Source: an optimization exercise on an open RTL-to-GDS flow (aim: small area). Production flows keep margins and buffers that such runs may drop.
In this exercise RTL edits were held to simulation tests only and were not proved equivalent to the original.
The clock port is modelled as an ideal driver; clocking choices that lean on that would not hold on a real chip.
Power and IR drop assume default switching activity.

==> lagoon: inputs <==
==> flow/design.v <==
module axi_trim
#(
	parameter DATA_WIDTH = 8,
	parameter TRIM_LEN = 7
)
(
	input logic         clk,
	input logic         rst_n,
	input logic [DATA_WIDTH*8-1:0] trim_in_tdata,
	input logic [DATA_WIDTH-1:0]   trim_in_tkeep,
	input logic                    trim_in_tlast,
	input logic                    trim_in_tvalid,
	output logic                   trim_in_tready,
	output logic [DATA_WIDTH*8-1:0] trim_out_tdata,
	output logic [DATA_WIDTH-1:0]   trim_out_tkeep,
	output logic                    trim_out_tlast,
	output logic                    trim_out_tvalid,
	input logic                   trim_out_tready,
	input logic [TRIM_LEN-1:0]     trim_len
);
logic [63:0] prev_data_n;  
logic [2:0]  tail_cnt;     
logic        in_pkt;       
logic        flush;        
logic [2:0]  rot;          
logic [7:0]  low;          
logic [63:0] d1, d2, in_rot;
logic [7:0]  k1, k2, keep_rot;
logic        tail;
logic [7:0]  tk;           
logic [7:0]  tail_keep;
always_comb begin
	rot = trim_len[2:0];
	for (int j = 0; j < 8; j++)
		low[j] = (j + trim_len[3:0] < 8);
	d1 = rot[2] ? {trim_in_tdata[31:0], trim_in_tdata[63:32]} : trim_in_tdata;
	d2 = rot[1] ? {d1[15:0], d1[63:16]} : d1;
	in_rot = rot[0] ? {d2[7:0], d2[63:8]} : d2;
	k1 = rot[2] ? {trim_in_tkeep[3:0], trim_in_tkeep[7:4]} : trim_in_tkeep;
	k2 = rot[1] ? {k1[1:0], k1[7:2]} : k1;
	keep_rot = rot[0] ? {k2[0], k2[7:1]} : k2;
	for (int j = 0; j < 8; j++) begin
		trim_out_tdata[8*j +: 8] = (flush | low[j]) ? ~prev_data_n[8*j +: 8] : in_rot[8*j +: 8];
	end
	for (int j = 0; j < 8; j++)
		tail_keep[j] = (tail_cnt >= j);
	trim_out_tkeep = flush ? tail_keep : (low | keep_rot);
	tk = keep_rot & low;
	tail = (trim_len[3] == 1'b0) && trim_in_tkeep[trim_len[2:0]];
end
always_comb trim_out_tvalid = flush | (trim_in_tvalid & in_pkt);
always_comb trim_out_tlast  = flush | (trim_in_tlast & ~tail);
always_comb trim_in_tready  = trim_out_tready;
always_ff @(posedge clk) begin
	if (trim_out_tready) begin
		prev_data_n <= ~in_rot;
		tail_cnt  <= {tk[4], tk[6] | (tk[2] & ~tk[4]),
		              tk[7] | (tk[5] & ~tk[6]) | (tk[3] & ~tk[4]) | (tk[1] & ~tk[2])};
	end
end
always_ff @(posedge clk or negedge rst_n) begin
	if (!rst_n) begin
		in_pkt <= 1'b0;
		flush  <= 1'b0;
	end else if (trim_out_tready) begin
		flush <= trim_in_tvalid & trim_in_tlast & tail;
		if (trim_in_tvalid)
			in_pkt <= ~trim_in_tlast;
	end
end
endmodule
==> flow/flow/run.sh <==
#!/bin/bash
# Standard ORFS layout with these changes: an area-oriented ABC mapping
# (abc_area.script here) that maps 2:1 muxes to inverting o22ai cells (the
# non-inverting mux-like cells are withheld from ABC only), the smallest
# buffer on the ports, and clock tree synthesis with small clock buffers and
# without dummy loads, then smaller clock buffers where the clock slew allows
# and other buffers smaller where timing and slew allow (post_cts.tcl). Each tool's output goes to a log of its own under
# orfs/logs; standard_flow.log has the make output.
set -euo pipefail
here=$(pwd)
rm -rf "$here/scripts"
cp -r "$FLOW_HOME/scripts" "$here/scripts"
cp "$here/flow/abc_area.script" "$here/scripts/abc_area.script"
du=""
for c in o22a_1 o22a_2 o22a_4 a22o_1 a22o_2 a22o_4 mux2_1 mux2_2 mux2_4 mux2_8; do
  du="$du -dont_use sky130_fd_sc_hd__$c"
done
sed -i "s|log_cmd abc {\*}\$abc_args|log_cmd abc {*}\$abc_args$du|" "$here/scripts/synth.tcl"
grep -q "sky130_fd_sc_hd__mux2_8" "$here/scripts/synth.tcl"
export SCRIPTS_DIR="$here/scripts"
export BUFFER_PORTS_ARGS="-buffer_cell sky130_fd_sc_hd__buf_1"
export POST_CTS_TCL="$here/flow/post_cts.tcl"
export CTS_ARGS="-sink_clustering_enable -repair_clock_nets -dont_use_dummy_load -buf_list {sky130_fd_sc_hd__clkbuf_8}"
bash standard.sh > "$here/standard_flow.log" 2>&1
==> flow/flow/abc_area.script <==
strash
dch
amap
topo
==> flow/flow/post_cts.tcl <==
# After clock tree synthesis: swap each clock buffer for the smaller
# clkbuf_4 where every flip-flop clock pin keeps a slew of at most 100 ps.
proc worst_clk_slew {} {
  set w 0
  foreach p [get_pins -hier */CLK] {
    set s [get_property $p slew_max]
    if {$s > $w} { set w $s }
  }
  return $w
}
estimate_parasitics -placement
puts "post_cts: worst flip-flop clock slew before [worst_clk_slew]"
foreach inst [get_cells clkbuf_*_clk] {
  set old [get_property $inst ref_name]
  if {$old ne "sky130_fd_sc_hd__clkbuf_8"} { continue }
  replace_cell $inst sky130_fd_sc_hd__clkbuf_4
  estimate_parasitics -placement
  set w [worst_clk_slew]
  if {$w > 0.100} {
    replace_cell $inst $old
    estimate_parasitics -placement
    puts "post_cts: kept [get_full_name $inst] as $old ($w)"
  } else {
    puts "post_cts: [get_full_name $inst] now clkbuf_4 ($w)"
  }
}
puts "post_cts: worst flip-flop clock slew after [worst_clk_slew]"

# Then swap each buffer outside the clock tree for the smallest buffer that
# keeps setup slack of at least 150 ps, hold slack of at least 50 ps and no
# slew or capacitance violation.
proc shrink_ok {} {
  estimate_parasitics -placement
  if {[sta::worst_slack_cmd max] < 0.15e-9} { return 0 }
  if {[sta::worst_slack_cmd min] < 0.05e-9} { return 0 }
  if {[sta::max_slew_violation_count] > 0} { return 0 }
  if {[sta::max_capacitance_violation_count] > 0} { return 0 }
  return 1
}
set saved 0
foreach inst [get_cells *] {
  set m [get_property $inst ref_name]
  if {![regexp {^sky130_fd_sc_hd__(buf|clkbuf)_(2|4|6|8|12|16)$} $m]} { continue }
  set n [get_full_name $inst]
  if {[string match clkbuf_*_clk $n]} { continue }
  set a0 [get_property [get_lib_cells */$m] area]
  foreach c {sky130_fd_sc_hd__buf_1 sky130_fd_sc_hd__buf_2 sky130_fd_sc_hd__buf_4} {
    set a1 [get_property [get_lib_cells */$c] area]
    if {$a1 >= $a0} { break }
    replace_cell $inst $c
    if {[shrink_ok]} {
      set saved [expr {$saved + $a0 - $a1}]
      puts "post_cts: $n $m -> $c"
      break
    }
    replace_cell $inst $m
  }
}
estimate_parasitics -placement
puts "post_cts: buffers shrunk by $saved um2, setup slack [sta::worst_slack_cmd max], hold slack [sta::worst_slack_cmd min]"
==> flow/standard.sh <==
#!/bin/bash
# synth_recipe.tcl (not shown) runs the flow's synth.tcl, then flattens the netlist and writes it again
# the make line also repeats each setting of config.mk as NAME=value (left out here)
make -C /OpenROAD-flow-scripts/flow DESIGN_CONFIG=/design/flow/config.mk WORK_HOME=/design/flow/orfs CLKGATE_MAP_FILE= SYNTH_SCRIPT=/design/flow/synth_recipe.tcl "${@:-finish}"
==> flow/config.mk <==
export PLATFORM = sky130hd
export DESIGN_NAME = axi_trim
export DESIGN_NICKNAME = axi_trim
export VERILOG_FILES = /design/flow/design.v
export SDC_FILE = /design/flow/constraint.sdc
export NUM_CORES = 4
export LEC_CHECK = 0
export ABC_AREA = 1
export CAP_MARGIN = 20
export CORE_MARGIN = 2
export CORE_UTILIZATION = 40
export SLEW_MARGIN = 20
==> flow/constraint.sdc <==
create_clock -name core_clock -period 4.0 [get_ports {clk}]
set_input_delay 0.8000 -clock core_clock [delete_from_list [all_inputs] [get_ports {clk}]]
set_output_delay 0.8000 -clock core_clock [all_outputs]
set_load 0.01 [all_outputs]
==> pepper: changes against lagoon <==
==> flow/design.v, changed modules only <==
module axi_trim
#(
	parameter DATA_WIDTH = 8,
	parameter TRIM_LEN = 7
)
(
	input logic         clk,
	input logic         rst_n,
	input logic [DATA_WIDTH*8-1:0] trim_in_tdata,
	input logic [DATA_WIDTH-1:0]   trim_in_tkeep,
	input logic                    trim_in_tlast,
	input logic                    trim_in_tvalid,
	output logic                   trim_in_tready,
	output logic [DATA_WIDTH*8-1:0] trim_out_tdata,
	output logic [DATA_WIDTH-1:0]   trim_out_tkeep,
	output logic                    trim_out_tlast,
	output logic                    trim_out_tvalid,
	input logic                   trim_out_tready,
	input logic [TRIM_LEN-1:0]     trim_len
);
logic [63:0] prev_data;    
logic [7:0]  prev_keep;    
logic [3:0]  t_q;          
logic        in_pkt;       
logic        flush;        
logic [7:0]  sel_prev;     
logic [2:0]  rot;
logic [63:0] merged;
logic [7:0]  merged_keep;
logic        tail;
always_comb begin
	rot = t_q[2:0] & {3{~t_q[3]}};
	for (int i = 0; i < 8; i++)
		sel_prev[i] = (i >= t_q);
	for (int i = 0; i < 8; i++) begin
		merged[8*i +: 8] = sel_prev[i] ? prev_data[8*i +: 8] : trim_in_tdata[8*i +: 8];
		merged_keep[i]   = sel_prev[i] ? prev_keep[i] : (trim_in_tkeep[i] & ~flush);
	end
	trim_out_tdata = 64'({merged, merged} >> (8*rot));
	trim_out_tkeep = 8'({merged_keep, merged_keep} >> rot);
	tail = (trim_len[3] == 1'b0) && trim_in_tkeep[trim_len[2:0]];
end
always_comb trim_out_tvalid = flush | (trim_in_tvalid & in_pkt);
always_comb trim_out_tlast  = flush | (trim_in_tlast & ~tail);
always_comb trim_in_tready  = trim_out_tready;
always_ff @(posedge clk) begin
	if (trim_out_tready) begin
		prev_data <= trim_in_tdata;
		prev_keep <= trim_in_tkeep;
		t_q       <= trim_len[3:0];
	end
end
always_ff @(posedge clk or negedge rst_n) begin
	if (!rst_n) begin
		in_pkt <= 1'b0;
		flush  <= 1'b0;
	end else if (trim_out_tready) begin
		flush <= trim_in_tvalid & trim_in_tlast & tail;
		if (trim_in_tvalid)
			in_pkt <= ~trim_in_tlast;
	end
end
endmodule
==> flow/run.sh (new file) <==
#!/bin/bash
# synth_recipe.tcl (not shown) runs the flow's synth.tcl, then flattens the netlist and writes it again
# the make line also repeats each setting of config.mk as NAME=value (left out here)
make -C /OpenROAD-flow-scripts/flow DESIGN_CONFIG=/design/flow/config.mk WORK_HOME=/design/flow/orfs CLKGATE_MAP_FILE= SYNTH_SCRIPT=/design/flow/synth_recipe.tcl finish
--- a/flow/config.mk
+++ b/flow/config.mk
@@ -5,7 +5,6 @@
 export SDC_FILE = /design/flow/constraint.sdc
 export NUM_CORES = 4
 export LEC_CHECK = 0
-export ABC_AREA = 1
 export CAP_MARGIN = 20
 export CORE_MARGIN = 2
 export CORE_UTILIZATION = 40
removed: flow/flow/run.sh
removed: flow/flow/abc_area.script
removed: flow/flow/post_cts.tcl
removed: flow/standard.sh
==> run summary <==
item                                                                            lagoon        pepper
Run status                                                    timing/DRC/antenna clean  timing/DRC/antenna clean
Net switching power of the design                                             0.694 mW       1.07 mW
Dpl cell area                                                              0.00500 mm²   0.00842 mm²
Critical Path Max Stage Delay                                                  0.55 ns       0.49 ns
Share of final layout cell area taken by non-clock buffers                       0.132         0.216
Clock-pin slew on the worst setup and hold paths                               0.07 ns       0.06 ns
Path type of the worst min-delay path                       primary input to async pin  flop to flop
Via density                                                                       6.69          6.26
Max Fclk                                                                       270 MHz       258 MHz
Tmin final                                                                     3.70 ns       3.88 ns
Final cell utilization of the core                                               0.498         0.538
Average footprint of a synthesized cell                                       9.97 µm²      9.19 µm²
Cell internal power dissipation                                                1.25 mW       2.12 mW

==> re-timing with driven ports <==
In the flow no input, the clock included, has a driving cell. The finished layouts below were timed again as built, in two steps.
Step 1: set_driving_cell puts a clkbuf_16 on clk and a buf_2 on each other input, an assumption about the parent block.
Step 2 moves the port delays by t, midway between the first and last clock arrival at a register: inputs arrive t later, outputs are due t later. That takes back most of the time a late clock gives input paths.
a / b / c = ideal / step 1 / step 2; a / b = the first two.
run | shift t [ns] | setup WS [ns] | pins driven straight from the clock port
lagoon | 0.450 | 0.298 / 0.276 / 0.276 | 1
pepper | 0.393 | 0.123 / 0.079 / 0.124 | 1
After both steps every run listed still meets setup and hold. The setup slack of lagoon, which loses most, moves by -0.022 ns with the drivers and by -0.022 ns with both steps.
